Background: an optimization exercise with open tools, aiming at small area, a short achievable clock period and few clock cycles. Do not read the settings as production practice.
Only simulation tests tie the RTL to the original design; equivalence was not proved.
No activity file was given, so power comes from the tool's default toggle rates.

==> flow/design.v, too long to show whole: its modules and the start of the top module <==
// module MulTree: 691 lines
// module RegisterFile: 48 lines
// module One_Core_CPU_Mips_Top: 252 lines
// module CSA32: 4 lines
module One_Core_CPU_Mips_Top(Clk, Reset, PCAddDisplay, WriteDataDisplay,
                             IMemAddr, IMemData,
                             DMemAddr, DMemWriteData, DMemByteEnable, DMemWrite, DMemReadData);
  // ...
==> flow/run.sh <==
#!/bin/bash
# synth_recipe.tcl (not shown) runs the flow's synth.tcl, then flattens the netlist and writes it again
# the make line also repeats each setting of config.mk as NAME=value (left out here)
make -C /OpenROAD-flow-scripts/flow DESIGN_CONFIG=/design/flow/config.mk WORK_HOME=/design/flow/orfs CLKGATE_MAP_FILE= SYNTH_SCRIPT=/design/flow/synth_recipe.tcl finish
==> flow/config.mk <==
export PLATFORM = sky130hd
export DESIGN_NAME = One_Core_CPU_Mips_Top
export DESIGN_NICKNAME = One_Core_CPU_Mips_Top
export VERILOG_FILES = /design/flow/design.v
export SDC_FILE = /design/flow/constraint.sdc
export NUM_CORES = 4
export LEC_CHECK = 0
export CAP_MARGIN = 20
export CORE_MARGIN = 2
export CORE_UTILIZATION = 50
export CTS_BUF_LIST = sky130_fd_sc_hd__clkbuf_8
export SETUP_SLACK_MARGIN = 5
export SLEW_MARGIN = 20
export TNS_END_PERCENT = 10
==> flow/constraint.sdc <==
create_clock -name core_clock -period 11.0 [get_ports {Clk}]
set_input_delay 2.2000 -clock core_clock [delete_from_list [all_inputs] [get_ports {Clk}]]
set_output_delay 2.2000 -clock core_clock [all_outputs]
set_load 0.01 [all_outputs]
==> impl_metrics.py, run 1 <==
metrics = {
    "place": {
        "gp_congestion": 1.048,
        "dp.cells": 9831,
        "dp_slack_ns": 4.504,
        "port_buffers": 186,
    },
    "power": {
        "pg_clk_uw": 5020,
        "powerSeq_uw": 6560,
        "switching_share_pct": 43.01,
        "power-top-group": "combinational logic",
        "p_leak_uw": 0.03200,
    },
    "drt": {
        "ant_nets": 0,
        "initialDrtViolationCount": 15532,
        "vias_per_cell": 7.593,
        "dr_wl_met3_um": 61110,
        "route.met2.wl_um": 169500,
    },
    "yosys": {
        "synth_top_family_by_area": "compound AO/OA/AOI/OAI gates",
        "synth_top_area_cell": "edfxtp_1",
        "synth-edff-count": 993,
        "yosys.area_share.simple_pct": 6.925,
        "ys_ff_latch": 1399,
        "synth_commonest_cells": "edfxtp_1, a22oi_1, clkbuf_1",
        "synth_compound_area_share_pct": 27.48,
        "yosys-top-cells-area": "edfxtp_1, a22oi_1, dfxtp_1",
    },
    "sta": {
        "fmax_mhz": 164.2,
        "skew_ns": 0.1299,
        "rsz0062_at_grt": "yes",
        "worst_hold_slack_ns": 0.3527,
    },
    "die": {
        "coreArea_um2": 165400,
        "initial_core_util_pct": 50.51,
    },
    "layout": {
        "n_antenna_cell": 19,
        "seq_cells": 1399,
        "inv_count": 266,
        "buf_share_pct": 4.512,
        "fin_area_um2": 92350,
        "multi_input_cells": 5519,
    },
    "setup_path": {
        "slowest_stage": "fa_1",
        "r2r_end": "m_res[18]",
    },
    "grt": {
        "grt_pass1_vias": 72276,
    },
    "clock_network": {
        "postCtsHoldBufs": 0,
        "cts_buffer_depth": 3,
        "cts.htree.levels": 4,
    },
    "outcome": {
        "status": "no timing/DRC/antenna violations",
    },
}
Testbench counts, summed over its fixed seeds: cycles 79,147.
==> module One_Core_CPU_Mips_Top, before the edit <==
module One_Core_CPU_Mips_Top(Clk, Reset, PCAddDisplay, WriteDataDisplay,
                             IMemAddr, IMemData,
                             DMemAddr, DMemWriteData, DMemByteEnable, DMemWrite, DMemReadData);
    input Clk, Reset;
    output [31:0] PCAddDisplay;
    output [31:0] WriteDataDisplay;
    output [9:0]  IMemAddr;
    input  [31:0] IMemData;
    output [9:0]  DMemAddr;
    output [31:0] DMemWriteData;
    output [3:0]  DMemByteEnable;
    output        DMemWrite;
    input  [31:0] DMemReadData;
    reg  [31:0] pc;
    wire [31:0] pc4 = pc + 32'd4;
    assign IMemAddr = pc[11:2];
    wire        if_jump    = (IMemData[31:27] == 5'b00001);           
    wire [31:0] if_jtarget = {pc4[31:28], IMemData[25:0], 2'b00};
    wire [5:0] f_op = IMemData[31:26];
    wire [5:0] f_fn = IMemData[5:0];
    wire f_r      = (f_op == 6'h00);
    wire f_jr     = f_r & (f_fn == 6'h08);
    wire f_shift  = f_r & ((f_fn == 6'h00) | (f_fn == 6'h02)) & (IMemData[25:21] == 5'd0);
    wire f_ralu   = f_r & ~f_jr & ~f_shift;
    wire f_mul    = (f_op == 6'h1c);
    wire f_br     = (f_op == 6'h04) | (f_op == 6'h05) | (f_op == 6'h06) | (f_op == 6'h07) | (f_op == 6'h01);
    wire f_immalu = (f_op == 6'h08) | (f_op == 6'h0a) | (f_op == 6'h0c) | (f_op == 6'h0d) | (f_op == 6'h0e);
    wire f_load   = (f_op == 6'h23) | (f_op == 6'h21) | (f_op == 6'h20);
    wire f_store  = (f_op == 6'h2b) | (f_op == 6'h29) | (f_op == 6'h28);
    wire f_jal    = (f_op == 6'h03);
    wire f_uses_rs = f_ralu | f_mul | f_br | f_jr | f_immalu | f_load | f_store;
    wire f_uses_rt = f_ralu | f_mul | f_shift | (f_op == 6'h04) | (f_op == 6'h05) | f_store;
    wire [4:0] f_dest = f_jal ? 5'd31 : (f_immalu | f_load) ? IMemData[20:16] : IMemData[15:11];
    wire f_wr = ((f_ralu | f_shift | f_mul) & (IMemData[15:11] != 5'd0)) |
                ((f_immalu | f_load) & (IMemData[20:16] != 5'd0)) | f_jal;
    reg         d_valid;
    reg         d_uses_rs, d_uses_rt, d_needs_id, d_wrp;
    reg  [4:0]  d_destp;
    reg  [31:0] d_instr;
    reg  [3:0]  d_rs_hi, d_rt_hi;      
    reg  [7:0]  d_rs_lo, d_rt_lo;
    wire [5:0]  d_op    = d_instr[31:26];
    wire [4:0]  d_rs    = d_instr[25:21];
    wire [4:0]  d_rt    = d_instr[20:16];
    wire [4:0]  d_rdf   = d_instr[15:11];
    wire [5:0]  d_funct = d_instr[5:0];
    wire [15:0] d_imm   = d_instr[15:0];
    wire op_r    = (d_op == 6'h00);
    wire op_mul  = (d_op == 6'h1c);
    wire op_beq  = (d_op == 6'h04);
    wire op_bne  = (d_op == 6'h05);
    wire op_blez = (d_op == 6'h06);
    wire op_bgtz = (d_op == 6'h07);
    wire op_regi = (d_op == 6'h01);
    wire op_jal  = (d_op == 6'h03);
    wire op_addi = (d_op == 6'h08);
    wire op_slti = (d_op == 6'h0a);
    wire op_andi = (d_op == 6'h0c);
    wire op_ori  = (d_op == 6'h0d);
    wire op_xori = (d_op == 6'h0e);
    wire op_lw   = (d_op == 6'h23);
    wire op_lh   = (d_op == 6'h21);
    wire op_lb   = (d_op == 6'h20);
    wire op_sw   = (d_op == 6'h2b);
    wire op_sh   = (d_op == 6'h29);
    wire op_sb   = (d_op == 6'h28);
    wire is_jr    = op_r & (d_funct == 6'h08);
    wire is_shift = op_r & ((d_funct == 6'h00) | (d_funct == 6'h02)) & (d_rs == 5'd0);
    wire is_ralu  = op_r & ~is_jr & ~is_shift;
    wire is_branch = op_beq | op_bne | op_blez | op_bgtz | op_regi;
    wire is_immalu = op_addi | op_slti | op_andi | op_ori | op_xori;
    wire is_load  = op_lw | op_lh | op_lb;
    wire is_store = op_sw | op_sh | op_sb;
    wire uses_rs = d_uses_rs;
    wire uses_rt = d_uses_rt;
    wire [4:0] d_dest = d_destp;
    wire d_wr = d_valid & d_wrp;
    reg         e_wr, e_load, e_store, e_mul;
    reg  [4:0]  e_rd;
    reg  [31:0] e_a, e_b;
    reg  [15:0] e_imm;
    reg         e_fb, e_wb, e_immhi;
    reg         e_am, e_aw, e_ar, e_bm, e_bw, e_bi, e_br;      
    reg         e_add, e_sub, e_slt, e_and, e_or, e_xor, e_nor, e_sll, e_srl, e_pass;
    reg  [1:0]  e_width;
    reg         m_wr, m_load, m_store, m_mul;
    reg  [4:0]  m_rd;
    reg  [31:0] m_res, m_c1, m_c2, m_c3, m_sdata;
    reg  [3:0]  m_be;
    reg         w_wr;
    reg  [4:0]  w_rd;
    reg  [31:0] w_data;
    reg  [1:0]  m_width;
    wire e_late = e_load | e_mul;
    wire m_late = m_load | m_mul;
    wire hit_e_rs = uses_rs & e_wr & (e_rd == d_rs);
    wire hit_e_rt = uses_rt & e_wr & (e_rd == d_rt);
    wire m_is_rs  = m_wr & (m_rd == d_rs);
    wire m_is_rt  = m_wr & (m_rd == d_rt);
    wire w_is_rs  = w_wr & (w_rd == d_rs);
    wire w_is_rt  = w_wr & (w_rd == d_rt);
    wire needs_id = d_needs_id;
    wire stall = d_valid & (((hit_e_rs | hit_e_rt) & (needs_id | e_late)) |
                            (((m_is_rs & uses_rs) | (m_is_rt & uses_rt)) & needs_id & m_late));
    wire [31:0] m_wdata;
    wire [31:0] rf_rs, rf_rt;
    RegisterFile RegisterFile_1(.Clk(Clk), .Reset(Reset),
                                .ra_hi(d_rs_hi), .ra_lo(d_rs_lo), .rb_hi(d_rt_hi), .rb_lo(d_rt_lo),
                                .we(w_wr), .wa(w_rd), .wd(w_data),
                                .qa(rf_rs), .qb(rf_rt), .r2(PCAddDisplay), .r3(WriteDataDisplay));
    wire [31:0] byp_rs = w_is_rs ? w_data : rf_rs;     
    wire [31:0] byp_rt = w_is_rt ? w_data : rf_rt;
    wire [31:0] cmp_rs = m_is_rs ? m_res : byp_rs;     
    wire [31:0] cmp_rt = m_is_rt ? m_res : byp_rt;
    wire eq   = (cmp_rs == cmp_rt);
    wire ltz  = cmp_rs[31];
    wire zero = (cmp_rs == 32'd0);
    wire cond = (op_beq & eq) | (op_bne & ~eq) | (op_blez & (ltz | zero)) |
                (op_bgtz & ~ltz & ~zero) |
                (op_regi & (d_rt == 5'd0) & ltz) | (op_regi & (d_rt == 5'd1) & ~ltz);
    wire redirect = d_valid & ~stall & (cond | is_jr);
    wire [31:0] br_target = pc + {{14{d_imm[15]}}, d_imm, 2'b00};
    wire [31:0] jal_link  = {pc[31:28], d_instr[25:0], 2'b00};
    wire [31:0] target = is_jr ? cmp_rs : br_target;
    always @(posedge Clk or posedge Reset) begin
        if (Reset) begin
            pc      <= 32'd0;
            d_valid <= 1'b0;
        end else begin
            if (redirect)      pc <= target;
            else if (!stall)   pc <= if_jump ? if_jtarget : pc4;
            if (redirect)      d_valid <= 1'b0;
            else if (!stall)   d_valid <= 1'b1;
        end
    end
    always @(posedge Clk) begin
        if (!stall) begin
            d_instr <= f_jal ? {IMemData[31:26], pc4[27:2]} : IMemData;
            d_uses_rs  <= f_uses_rs;
            d_uses_rt  <= f_uses_rt;
            d_needs_id <= f_br | f_jr;
            d_wrp      <= f_wr;
            d_destp    <= f_dest;
            d_rs_hi <= 4'b0001 << IMemData[25:24];
            d_rs_lo <= 8'b00000001 << IMemData[23:21];
            d_rt_hi <= 4'b0001 << IMemData[20:19];
            d_rt_lo <= 8'b00000001 << IMemData[18:16];
        end
    end
    wire go = ~stall;
    wire d_useimm = is_immalu | is_load | is_store;
    always @(posedge Clk or posedge Reset) begin
        if (Reset) begin
            e_wr <= 1'b0; e_load <= 1'b0; e_store <= 1'b0; e_mul <= 1'b0;
        end else begin
            e_wr    <= d_wr & go;
            e_load  <= d_valid & is_load & go;
            e_store <= d_valid & is_store & go;
            e_mul   <= d_valid & op_mul & go;
        end
    end
    always @(posedge Clk) begin
        e_rd    <= d_dest;
        e_a     <= op_jal ? jal_link : byp_rs;
        e_b     <= byp_rt;
        e_imm   <= d_imm;
        e_fb    <= hit_e_rt;
        e_wb    <= m_is_rt & uses_rt;
        e_am    <= hit_e_rs;
        e_aw    <= ~hit_e_rs & m_is_rs & uses_rs;
        e_ar    <= ~hit_e_rs & ~(m_is_rs & uses_rs);
        e_bi    <= d_useimm;
        e_bm    <= ~d_useimm & hit_e_rt;
        e_bw    <= ~d_useimm & ~hit_e_rt & m_is_rt & uses_rt;
        e_br    <= ~d_useimm & ~hit_e_rt & ~(m_is_rt & uses_rt);
        e_immhi <= ~(op_andi | op_ori | op_xori) & d_imm[15];
        e_add   <= (is_ralu & (d_funct == 6'h20)) | op_addi | is_load | is_store;
        e_sub   <= is_ralu & (d_funct == 6'h22);
        e_slt   <= (is_ralu & (d_funct == 6'h2a)) | op_slti;
        e_and   <= (is_ralu & (d_funct == 6'h24)) | op_andi;
        e_or    <= (is_ralu & (d_funct == 6'h25)) | op_ori;
        e_xor   <= (is_ralu & (d_funct == 6'h26)) | op_xori;
        e_nor   <= is_ralu & (d_funct == 6'h27);
        e_sll   <= is_shift & (d_funct == 6'h00);
        e_srl   <= is_shift & (d_funct == 6'h02);
        e_pass  <= op_jal;
        e_width <= (op_lh | op_sh) ? 2'd1 : (op_lb | op_sb) ? 2'd2 : 2'd0;
    end
    wire [31:0] ex_a = ({32{e_am}} & m_res) | ({32{e_aw}} & w_data) | ({32{e_ar}} & e_a);
    wire [31:0] ex_b = e_fb ? m_res : e_wb ? w_data : e_b;          
    wire [31:0] immx = {{16{e_immhi}}, e_imm};
    wire [31:0] opb  = ({32{e_bm}} & m_res) | ({32{e_bw}} & w_data) |
                       ({32{e_bi}} & immx)  | ({32{e_br}} & e_b);
    wire        inv  = e_sub | e_slt;
    wire [31:0] sum  = ex_a + (opb ^ {32{inv}}) + {31'd0, inv};
    wire        lt   = (ex_a[31] ^ opb[31]) ? ex_a[31] : sum[31];
    wire [4:0]  shamt = e_imm[10:6];
    wire [31:0] alu =
        ({32{e_add | e_sub}} & sum) |
        ({32{e_slt}} & {31'd0, lt}) |
        ({32{e_and}} & (ex_a & opb)) |
        ({32{e_or}}  & (ex_a | opb)) |
        ({32{e_xor}} & (ex_a ^ opb)) |
        ({32{e_nor}} & ~(ex_a | opb)) |
        ({32{e_sll}} & (ex_b << shamt)) |
        ({32{e_srl}} & (ex_b >> shamt)) |
        ({32{e_pass}} & ex_a);
    wire [31:0] mr0, mr1, mr2, mr3;
    MulTree MulTree_1(.a(ex_a), .b(ex_b), .r0(mr0), .r1(mr1), .r2(mr2), .r3(mr3));
    always @(posedge Clk or posedge Reset) begin
        if (Reset) begin
            m_wr <= 1'b0; m_load <= 1'b0; m_store <= 1'b0; m_mul <= 1'b0;
        end else begin
            m_wr <= e_wr; m_load <= e_load; m_store <= e_store; m_mul <= e_mul;
        end
    end
    always @(posedge Clk) begin
        m_rd    <= e_rd;
        m_res   <= e_mul ? mr0 : alu;
        m_c1    <= mr1;
        m_c2    <= mr2;
        m_c3    <= mr3;
        m_sdata <= (e_width == 2'd0) ? ex_b :
                   (e_width == 2'd1) ? {2{ex_b[15:0]}} : {4{ex_b[7:0]}};
        m_be    <= (e_width == 2'd0) ? 4'b1111 :
                   (e_width == 2'd1) ? (sum[1] ? 4'b1100 : 4'b0011) :
                   (4'b0001 << sum[1:0]);
        m_width <= e_width;
    end
    wire [1:0] ab = m_res[1:0];
    assign DMemAddr  = m_res[11:2];
    assign DMemWrite = m_store;
    assign DMemByteEnable = m_be;
    assign DMemWriteData  = m_sdata;
    wire [15:0] lhalf = ab[1] ? DMemReadData[31:16] : DMemReadData[15:0];
    wire [7:0]  lbyte = ab[0] ? lhalf[15:8] : lhalf[7:0];
    wire [31:0] ldata = (m_width == 2'd0) ? DMemReadData :
                        (m_width == 2'd1) ? {{16{lhalf[15]}}, lhalf} : {{24{lbyte[7]}}, lbyte};
    wire [31:0] csa_s, csa_c, csb_s, csb_c;
    CSA32 CSA_a(.x(m_res), .y(m_c1),  .z(m_c2), .s(csa_s), .c(csa_c));
    CSA32 CSA_b(.x(csa_s), .y(csa_c), .z(m_c3), .s(csb_s), .c(csb_c));
    wire [31:0] mprod = csb_s + csb_c;
    assign m_wdata = m_load ? ldata : m_mul ? mprod : m_res;
    always @(posedge Clk or posedge Reset) begin
        if (Reset) w_wr <= 1'b0;
        else       w_wr <= m_wr;
    end
    always @(posedge Clk) begin
        w_rd   <= m_rd;
        w_data <= m_wdata;
    end
endmodule
==> inputs of run 2 (changes only) <==
--- a/flow/design.v
+++ b/flow/design.v
@@ -821,7 +821,8 @@
     reg  [31:0] e_a, e_b;
     reg  [15:0] e_imm;
     reg         e_fb, e_wb, e_immhi;
-    reg         e_am, e_aw, e_ar, e_bm, e_bw, e_bi, e_br;      
+    reg         e_am, e_aw, e_ar, e_bm, e_bmi, e_bw, e_bwi, e_bi, e_br;    
+    reg         e_binv;        
     reg         e_add, e_sub, e_slt, e_and, e_or, e_xor, e_nor, e_sll, e_srl, e_pass;
     reg  [1:0]  e_width;
     reg         m_wr, m_load, m_store, m_mul;
@@ -859,17 +860,20 @@
     wire cond = (op_beq & eq) | (op_bne & ~eq) | (op_blez & (ltz | zero)) |
                 (op_bgtz & ~ltz & ~zero) |
                 (op_regi & (d_rt == 5'd0) & ltz) | (op_regi & (d_rt == 5'd1) & ~ltz);
-    wire redirect = d_valid & ~stall & (cond | is_jr);
+    wire id_go    = d_valid & ~stall;
+    wire br_take  = id_go & cond;                  
+    wire jr_take  = id_go & is_jr;
+    wire redirect = br_take | jr_take;
     wire [31:0] br_target = pc + {{14{d_imm[15]}}, d_imm, 2'b00};
     wire [31:0] jal_link  = {pc[31:28], d_instr[25:0], 2'b00};
-    wire [31:0] target = is_jr ? cmp_rs : br_target;
+    wire [31:0] pc_alt = jr_take ? cmp_rs : stall ? pc : if_jump ? if_jtarget : pc4;
+    wire [31:0] pc_nxt = br_take ? br_target : pc_alt;
     always @(posedge Clk or posedge Reset) begin
         if (Reset) begin
             pc      <= 32'd0;
             d_valid <= 1'b0;
         end else begin
-            if (redirect)      pc <= target;
-            else if (!stall)   pc <= if_jump ? if_jtarget : pc4;
+            pc <= pc_nxt;
             if (redirect)      d_valid <= 1'b0;
             else if (!stall)   d_valid <= 1'b1;
         end
@@ -890,6 +894,7 @@
     end
     wire go = ~stall;
     wire d_useimm = is_immalu | is_load | is_store;
+    wire d_binv   = (is_ralu & ((d_funct == 6'h22) | (d_funct == 6'h2a))) | op_slti;
     always @(posedge Clk or posedge Reset) begin
         if (Reset) begin
             e_wr <= 1'b0; e_load <= 1'b0; e_store <= 1'b0; e_mul <= 1'b0;
@@ -903,18 +908,21 @@
     always @(posedge Clk) begin
         e_rd    <= d_dest;
         e_a     <= op_jal ? jal_link : byp_rs;
-        e_b     <= byp_rt;
-        e_imm   <= d_imm;
+        e_b     <= d_binv ? ~byp_rt : byp_rt;
+        e_imm   <= op_slti ? ~d_imm : d_imm;
+        e_binv  <= d_binv;
         e_fb    <= hit_e_rt;
         e_wb    <= m_is_rt & uses_rt;
         e_am    <= hit_e_rs;
         e_aw    <= ~hit_e_rs & m_is_rs & uses_rs;
         e_ar    <= ~hit_e_rs & ~(m_is_rs & uses_rs);
         e_bi    <= d_useimm;
-        e_bm    <= ~d_useimm & hit_e_rt;
-        e_bw    <= ~d_useimm & ~hit_e_rt & m_is_rt & uses_rt;
+        e_bm    <= ~d_useimm & hit_e_rt & ~d_binv;
+        e_bmi   <= ~d_useimm & hit_e_rt & d_binv;
+        e_bw    <= ~d_useimm & ~hit_e_rt & m_is_rt & uses_rt & ~d_binv;
+        e_bwi   <= ~d_useimm & ~hit_e_rt & m_is_rt & uses_rt & d_binv;
         e_br    <= ~d_useimm & ~hit_e_rt & ~(m_is_rt & uses_rt);
-        e_immhi <= ~(op_andi | op_ori | op_xori) & d_imm[15];
+        e_immhi <= op_slti ? ~d_imm[15] : ~(op_andi | op_ori | op_xori) & d_imm[15];
         e_add   <= (is_ralu & (d_funct == 6'h20)) | op_addi | is_load | is_store;
         e_sub   <= is_ralu & (d_funct == 6'h22);
         e_slt   <= (is_ralu & (d_funct == 6'h2a)) | op_slti;
@@ -930,11 +938,11 @@
     wire [31:0] ex_a = ({32{e_am}} & m_res) | ({32{e_aw}} & w_data) | ({32{e_ar}} & e_a);
     wire [31:0] ex_b = e_fb ? m_res : e_wb ? w_data : e_b;          
     wire [31:0] immx = {{16{e_immhi}}, e_imm};
-    wire [31:0] opb  = ({32{e_bm}} & m_res) | ({32{e_bw}} & w_data) |
-                       ({32{e_bi}} & immx)  | ({32{e_br}} & e_b);
-    wire        inv  = e_sub | e_slt;
-    wire [31:0] sum  = ex_a + (opb ^ {32{inv}}) + {31'd0, inv};
-    wire        lt   = (ex_a[31] ^ opb[31]) ? ex_a[31] : sum[31];
+    wire [31:0] opb  = ({32{e_bm}} & m_res)  | ({32{e_bmi}} & ~m_res) |
+                       ({32{e_bw}} & w_data) | ({32{e_bwi}} & ~w_data) |
+                       ({32{e_bi}} & immx)   | ({32{e_br}} & e_b);
+    wire [31:0] sum  = ex_a + opb + {31'd0, e_binv};
+    wire        lt   = (ex_a[31] ^ ~opb[31]) ? ex_a[31] : sum[31];
     wire [4:0]  shamt = e_imm[10:6];
     wire [31:0] alu =
         ({32{e_add | e_sub}} & sum) |
==> flow/flow/run.sh (new file) <==
#!/bin/bash
set -o pipefail
bash standard.sh SETUP_SLACK_MARGIN=7 TNS_END_PERCENT=10 \
  "CTS_ARGS=-sink_clustering_enable -repair_clock_nets -dont_use_dummy_load -buf_list sky130_fd_sc_hd__clkbuf_8 -root_buf sky130_fd_sc_hd__clkbuf_16" \
  "BUFFER_PORTS_ARGS=-buffer_cell sky130_fd_sc_hd__buf_2" \
  finish > standard_flow.log 2>&1
==> flow/standard.sh (new file) <==
#!/bin/bash
# synth_recipe.tcl (not shown) runs the flow's synth.tcl, then flattens the netlist and writes it again
# the make line also repeats each setting of config.mk as NAME=value (left out here)
make -C /OpenROAD-flow-scripts/flow DESIGN_CONFIG=/design/flow/config.mk WORK_HOME=/design/flow/orfs CLKGATE_MAP_FILE= SYNTH_SCRIPT=/design/flow/synth_recipe.tcl "${@:-finish}"
--- a/flow/config.mk
+++ b/flow/config.mk
@@ -7,8 +7,5 @@
 export LEC_CHECK = 0
 export CAP_MARGIN = 20
 export CORE_MARGIN = 2
-export CORE_UTILIZATION = 50
-export CTS_BUF_LIST = sky130_fd_sc_hd__clkbuf_8
-export SETUP_SLACK_MARGIN = 5
+export CORE_UTILIZATION = 55
 export SLEW_MARGIN = 20
-export TNS_END_PERCENT = 10
removed: flow/run.sh
==> run 2 against run 1 <==
  * Final cell count increased by 0.11%
  * Worst setup slack improved by 0.85 ns
  * Hold slack got worse by 0.019 ns
  * Power up 5.1%
  * Critical endpoint is now m_res[26]
  * Highest routed layer unchanged
==> impl_metrics.py, run 2 <==
metrics = {
    "drt": {
        "routed_wl_um": 455700,
        "vias_per_cell": 8.196,
        "wl_per_cell_um": 44.23,
        "drc": 0,
        "firstDrtPassIters": 14,
        "via_count": 84439,
        "ant_nets": 0,
        "initialDrtViolationCount": 18831,
    },
    "sta": {
        "fin_crit_ns": 5.238,
        "slew_viol_final": 0,
        "setup_viol": 0,
        "rsz0062_at_grt": "yes",
        "fin_tns_setup_ns": 0,
        "skew_ns": 0.1567,
        "slew_headroom_pct": 5.720,
        "tightestPinTransition_ns": 1.408,
        "hold_viol_final": 0,
        "fin_crit_sh_pct": 47.61,
        "fmax_mhz": 190.9,
    },
    "setup_path": {
        "crit_fanout": 32,
        "cp.required_ns": 11.61,
        "r2r_setup_slack_ns": 5.76,
        "regToRegStartpoint": "e_am",
        "critical_path_class": "flip-flop to flip-flop",
        "crit_path_start": "e_am",
        "arrival_ns": 5.85,
        "end_kind": "flip-flop",
        "critPathLaunchType": "flip-flop",
    },
    "clock_network": {
        "path_clk_slew_ns": 0.06,
        "cts_tree": "built",
        "clock_latency_ns": 0.89,
        "cts-root-buf": "clkbuf_16",
        "postCtsHoldBufs": 0,
        "cts.sinks": 1402,
        "cts.htree.levels": 4,
        "cts_buffer_depth": 3,
        "cts-buffers-inserted": 230,
    },
    "yosys": {
        "synth_top_area_share_pct": 35.75,
        "synthAdderAreaFrac_pct": 6.987,
        "synth_compound_area_share_pct": 26.83,
        "synth_top_family_by_area": "compound AO/OA/AOI/OAI gates",
        "synth_commonest_cells": "edfxtp_1, a22oi_1, clkbuf_1",
        "synth_nets": 8415,
        "synth_top_area_cell": "edfxtp_1",
        "synthFlopType": "edfxtp_1",
        "postSynthCellCount": 8001,
        "ys_ff_latch": 1402,
        "yosysMostFrequentCell": "edfxtp_1",
        "synth_cell_types": 85,
        "synth.yosys.seq_area_share_pct": 46.19,
        "synthMuxAreaShare_pct": 4.892,
        "yosys-top-cells-area": "edfxtp_1, a22oi_1, dfxtp_1",
        "async_flop_share_pct": 7.418,
        "avgSynthCellArea_um2": 10.43,
        "synth-edff-count": 993,
        "synth.cell_area_um2": 83410,
        "ys_warn_count": 2,
        "synth-xor-area-share_pct": 2.951,
        "yosys.area_share.simple_pct": 7.098,
    },
    "layout": {
        "fin_area_um2": 98980,
        "largest_register": "RegisterFile_1.R.q",
        "final_nets": 8678,
        "syn_to_final_growth_pct": 18.66,
        "final_cell_mix": "edfxtp_1, a22oi_1, a21oi_1, o21ai_0, buf_4",
        "largest_reg_flops": 992,
        "drive_gt1_share_pct": 20.66,
        "fillers": 11458,
        "layout_commonest_cell": "edfxtp_1",
    },
    "grt": {
        "grt_pass1_vias": 77337,
        "grt_util_all_layers_pct": 55.48,
        "grt_max_degree": 105,
        "grt-ovfl-total": 0,
        "antenna_found_initial": 45,
        "grt_pass1_wl_um": 605800,
    },
    "power": {
        "p_int_uw": 11970,
        "clkPwrFrac_pct": 17.5,
        "seqPwrFrac_pct": 30.3,
        "ir_drop_mv": 0.4638,
        "switching_share_pct": 45.69,
        "switching_power_uw": 10080,
        "powerDensity_nw_per_um2": 222.8,
        "p_leak_uw": 0.03478,
        "power_frac_comb_pct": 52.1,
    },
    "place": {
        "port_buffers": 186,
        "dpl.hpwl_um": 251000,
        "gp_congestion": 1.044,
        "placed_area_um2": 86100,
    },
    "die": {
        "die_y_um": 393.4,
        "die_x_um": 393.4,
        "rows": 142,
        "die_area_um2": 154800,
        "boundaryPins": 187,
        "coreArea_um2": 150100,
        "initial_core_util_pct": 55.56,
    },
    "hold_path": {
        "worstHoldPathType": "flip-flop to flip-flop",
        "min_from": "d_destp[2]",
    },
    "flow_run": {
        "drv_cap": 0,
    },
    "outcome": {
        "status": "no timing/DRC/antenna violations",
    },
}
## run 2: power by group through the flow
stage                     Clock [µW]  Combinational [µW]  Sequential, µW
after floorplan                    0                5140            6590
after global placement             0                8890            6760
after detailed placement           0                8940            6770
after CTS                       3800                9870            6660
after global routing            4020               11500            6700
final                           3860               11500            6690
## run 2: final timing paths
check / to / depth (start not counted)
worst max-delay path: m_res[26] / 15
worst min-delay path: e_rd[2] / 0
worst max register to register: m_res[26] / 15
worst min register to register: e_rd[2] / 0
max in group asynchronous: RegisterFile_1.R[3].q[27] / 3
min in group asynchronous: pc[4] / 3
## run 2: metrics by stage
step / utilization (%) / hold WS [ns] / instances / power [µW] / setup slack, ns
after floorplan: - / 0.3233 / 8001 / 11730 / 6.412
after global placement: 57.34 / 0.3262 / 9626 / 15650 / 4.197
after detailed placement: 57.35 / 0.3291 / 9626 / 15710 / 4.169
after CTS: 64.08 / 0.3375 / 10124 / 20330 / 6.114
after global routing: 65.90 / 0.3461 / 10286 / 22250 / 5.807
final: 65.93 / 0.3336 / 10303 / 22050 / 5.762
## run 2: repair_timing
action,CTS,global route
buffers inserted,175,130
pin swaps,109,114
resized for setup,616,242
setup endpoints to repair,182,155
gates cloned,93,24
## run 2: logic make-up after synthesis
| family | count (synthesis) |
|---|---|
| adders and majority gates | 349 |
| DFF | 1402 |
| and+or+nand+nor | 1277 |
| muxes | 388 |
| xor gates and xnor gates | 281 |
| AOI/OAI and AO/OA | 3236 |
| buffers and inverters | 1068 |
## run 2: routing by layer
layer | vias up | wire length (µm) | global-route usage [%]
met2 | 9561 | 173200 | 74.75
li1 | 31926 | - | -
met5 | - | 367 | 1.078
met1 | 39855 | 142900 | 65.22
met3 | 3053 | 85470 | 27.47
met4 | 44 | 53830 | 47.62
## run 2: critical path: stages (launching register included)
cell and delay, ns:
dfxtp_2 0.34, buf_12 0.21, a22oi_1 0.20, nand2_4 0.30
clkinvlp_4 0.30, buf_4 0.25, o311ai_0 0.29, o21ai_0 0.14
o21ai_0 0.15, fa_2 0.49, inv_1 0.14, fa_1 0.47
fa_1 0.55, fa_1 0.42, inv_1 0.53, a21oi_1 0.24
## run 2: layout make-up
cell class              count  area, µm²  area share, %
repair buffers            878      10240          10.35
multi-input cells        5535      43330          43.78
clock buffers             230       3177          3.210
repair inverters            2      25.02        0.02528
inverters                 215      932.1         0.9418
diodes                     25      62.56        0.06321
flip-flops and latches   1402      38690          39.09
well taps                2016       2522          2.548
Testbench counts of run 2, summed over its fixed seeds: cycles 79,147.

-- re-timing with driven ports --
Ports are ideal in the flow. The routed layouts listed here were re-timed in OpenROAD.
Step 1: set_driving_cell puts a clkbuf_16 on Clk and a buf_2 on each other input, an assumption about the parent block.
Step 2 moves the port delays by t, midway between the first and last clock arrival at a register: inputs arrive t later, outputs are due t later. That takes back most of the time a late clock gives input paths.
Three values: no drivers, after step 1, after step 2; two values: the first two.
run	shift t [ns]	setup WS [ns]	worst setup path after step 2	worst slew at a driven data input, ns	pins driven straight from the clock port
run 1	1.103	4.910 / 4.910 / 4.910	register to register	0.05	1
run 2	0.907	5.762 / 5.762 / 5.672	input to register	0.40	1
After both steps every run listed still meets setup and hold. For run 2, which loses most, drivers alone change the setup slack by 0.000 ns; drivers and shift together by -0.090 ns.
